Source: an optimization exercise on an open RTL-to-GDS flow (aim: small area and a short achievable clock period). Production flows keep margins and buffers that such runs may drop. Only simulation tests tie the RTL to the original design; equivalence was not proved. Power and IR drop assume default switching activity.

==> flow/design.v (excerpt) <==
module arctos32_top (
    input         clock,
    input         reset,
    output [26:0] imem_addr,
    output        imem_en,
    input  [31:0] imem_rdata,
    output [22:0] dmem_addr,
    output [31:0] dmem_wdata,
    output        dmem_we,
    output        dmem_re,
    input  [31:0] dmem_rdata
);
Size in the first run: ~5200 cells after synthesis, about 150 I/O pins, about 0.065 mm2 of cells after synthesis.
clock: 25.0 ns
lec_check: 0
cap_margin: 20
core_margin: 2
core_utilization: 50
slew_margin: 20
synth_hierarchical: 1
standard.sh (not shown) runs the stock make flow with config.mk's settings and CLKGATE_MAP_FILE= SYNTH_SCRIPT=/design/flow/synth_recipe.tcl, a recipe that flattens the netlist after the stock synthesis.
==> flow/flow/run.sh <==
#!/bin/bash
# Own flow: the standard layout (standard synthesis included, unchanged)
# with changes that only steer optimisation; the SDC is unchanged:
#  - repair_timing is asked for a setup margin (flow/margin.txt), so the
#    layout is optimised for a shorter period than the 25 ns constraint;
#  - the port buffers are buf_4 (buffer_ports would otherwise pick a slow
#    delay cell);
#  - clock tree synthesis clusters the sinks more coarsely and adds no dummy
#    loads (a smaller clock tree; every register still gets the clock
#    through the same balanced tree);
set -euo pipefail
MARGIN=$(cat flow/margin.txt)
bash standard.sh synth > standard_synth.log 2>&1
bash standard.sh SETUP_SLACK_MARGIN=$MARGIN POST_GLOBAL_ROUTE_TCL=$PWD/flow/post_grt.tcl \
    "BUFFER_PORTS_ARGS=-buffer_cell sky130_fd_sc_hd__buf_4" \
    "CTS_ARGS=-sink_clustering_enable -repair_clock_nets -dont_use_dummy_load -sink_clustering_size 24 -sink_clustering_max_diameter 70" \
    finish > standard_flow.log 2>&1
==> flow/flow/margin.txt <==
18.25
==> flow/flow/post_grt.tcl <==
# Sourced by ORFS's global_route.tcl (POST_GLOBAL_ROUTE_TCL) after its
# repair_timing: repair max slew and capacitance once more, with a wider
# margin, then legalise and re-route the changed nets incrementally.
puts "post_grt: repair_design after repair_timing"
estimate_parasitics -global_routing
repair_design -slew_margin 35 -cap_margin 35 -verbose
global_route -start_incremental
detailed_placement
global_route -end_incremental
estimate_parasitics -global_routing
report_check_types -max_slew -max_cap -violators
The starting point passed the timing, design-rule and antenna checks.
Next try:
--- a/flow/flow/run.sh
+++ b/flow/flow/run.sh
@@ -10,2 +10,7 @@
 #    through the same balanced tree);
+#  - timing is repaired once, after clock tree synthesis; global routing
+#    skips its own incremental repair (SKIP_INCREMENTAL_REPAIR), and
+#    flow/post_grt.tcl repairs max slew and capacitance after it instead.
+# make's output goes to standard_synth.log and standard_flow.log; each ORFS
+# step writes its own log under orfs/logs.
 set -euo pipefail
@@ -14,2 +19,3 @@
 bash standard.sh SETUP_SLACK_MARGIN=$MARGIN POST_GLOBAL_ROUTE_TCL=$PWD/flow/post_grt.tcl \
+    SKIP_INCREMENTAL_REPAIR=1 \
     "BUFFER_PORTS_ARGS=-buffer_cell sky130_fd_sc_hd__buf_4" \
==> flow/flow/margin.txt (replaced) <==
18.5
--- a/flow/flow/post_grt.tcl
+++ b/flow/flow/post_grt.tcl
@@ -1,3 +1,3 @@
-# Sourced by ORFS's global_route.tcl (POST_GLOBAL_ROUTE_TCL) after its
-# repair_timing: repair max slew and capacitance once more, with a wider
+# Sourced by ORFS's global_route.tcl (POST_GLOBAL_ROUTE_TCL) after global
+# routing: repair max slew and capacitance once more, with a wider
 # margin, then legalise and re-route the changed nets incrementally.
Power shrinks by 2.4%. Synthesized area is unchanged. Synthesized cell count does not change. Via count shrinks by 0.87%. Sequential share of layout area grows by 0.45 points.
Next try:
--- a/flow/flow/run.sh
+++ b/flow/flow/run.sh
@@ -10,7 +10,4 @@
 #    through the same balanced tree);
-#  - timing is repaired once, after clock tree synthesis; global routing
-#    skips its own incremental repair (SKIP_INCREMENTAL_REPAIR), and
-#    flow/post_grt.tcl repairs max slew and capacitance after it instead.
-# make's output goes to standard_synth.log and standard_flow.log; each ORFS
-# step writes its own log under orfs/logs.
+#  - after floorplanning, flow/post_fp.tcl upsizes the gates that drive the
+#    long wires from the register-bank read trees to the operand registers;
 set -euo pipefail
@@ -19,3 +16,3 @@
 bash standard.sh SETUP_SLACK_MARGIN=$MARGIN POST_GLOBAL_ROUTE_TCL=$PWD/flow/post_grt.tcl \
-    SKIP_INCREMENTAL_REPAIR=1 \
+    POST_FLOORPLAN_TCL=$PWD/flow/post_fp.tcl \
     "BUFFER_PORTS_ARGS=-buffer_cell sky130_fd_sc_hd__buf_4" \
==> flow/flow/post_fp.tcl (new file) <==
# Sourced by ORFS's floorplan.tcl (POST_FLOORPLAN_TCL): upsize the nand gates
# that drive the last stage (nor3) of each register-bank read tree. Those
# nets run from the register bank to the operand registers, a long wire the
# minimum-size nand drives slowly.
set block [ord::get_db_block]
set n 0
foreach inst [$block getInsts] {
  if {![string match "sky130_fd_sc_hd__nor3_*" [[$inst getMaster] getName]]} { continue }
  foreach it [$inst getITerms] {
    if {![$it isInputSignal]} { continue }
    set net [$it getNet]
    if {$net eq "NULL"} { continue }
    foreach d [$net getITerms] {
      if {![$d isOutputSignal]} { continue }
      set di [$d getInst]
      set dm [[$di getMaster] getName]
      if {$dm eq "sky130_fd_sc_hd__nand4_1"} {
        replace_cell $di sky130_fd_sc_hd__nand4_2
        incr n
      } elseif {$dm eq "sky130_fd_sc_hd__nand3_1"} {
        replace_cell $di sky130_fd_sc_hd__nand3_2
        incr n
      }
    }
  }
}
puts "post_fp: upsized $n read-tree nand gates"
--- a/flow/flow/post_grt.tcl
+++ b/flow/flow/post_grt.tcl
@@ -1,3 +1,3 @@
-# Sourced by ORFS's global_route.tcl (POST_GLOBAL_ROUTE_TCL) after global
-# routing: repair max slew and capacitance once more, with a wider
+# Sourced by ORFS's global_route.tcl (POST_GLOBAL_ROUTE_TCL) after its
+# repair_timing: repair max slew and capacitance once more, with a wider
 # margin, then legalise and re-route the changed nets incrementally.
=> This time the run aborted during 2_1_floorplan; synthesized area does not change; synthesized cell count is unchanged.
Next try:
--- a/flow/flow/run.sh
+++ b/flow/flow/run.sh
@@ -10,4 +10,2 @@
 #    through the same balanced tree);
-#  - after floorplanning, flow/post_fp.tcl upsizes the gates that drive the
-#    long wires from the register-bank read trees to the operand registers;
 set -euo pipefail
@@ -16,3 +14,2 @@
 bash standard.sh SETUP_SLACK_MARGIN=$MARGIN POST_GLOBAL_ROUTE_TCL=$PWD/flow/post_grt.tcl \
-    POST_FLOORPLAN_TCL=$PWD/flow/post_fp.tcl \
     "BUFFER_PORTS_ARGS=-buffer_cell sky130_fd_sc_hd__buf_4" \
removed: flow/flow/post_fp.tcl
Effect: The changed run completed without violations. Synthesized cell count is unchanged. Area after synthesis does not change.

## separate check: timing with driven ports
Ports are ideal in the flow. The routed layouts listed here were re-timed in OpenROAD. Step 1, drivers: a clkbuf_16 drives clock and a buf_2 each remaining input, both assumed. Step 2 also shifts input and output timing later by t, the mid clock arrival at the registers, as if the neighbouring blocks saw the same clock. a / b / c = ideal ports / drivers / drivers and shift; a / b = the first two.
run | t (ns) | setup WS [ns] | worst hold slack (ns) | worst setup path at the end | cell pins on the clock port's net
the first run | 0.739 | 18.194 / 18.134 / 17.395 | 0.466 / 0.466 / 0.466 | input to register | 1
the second run | 0.763 | 18.228 / 18.155 / 17.392 | 0.474 / 0.474 / 0.474 | input to register | 1
the fourth run | 0.767 | 18.384 / 18.212 / 17.444 | 0.475 / 0.475 / 0.475 | input to register | 1
After both steps every run listed still meets setup and hold. For the fourth run, which loses most, drivers alone change the setup slack by -0.172 ns; drivers and shift together by -0.940 ns.
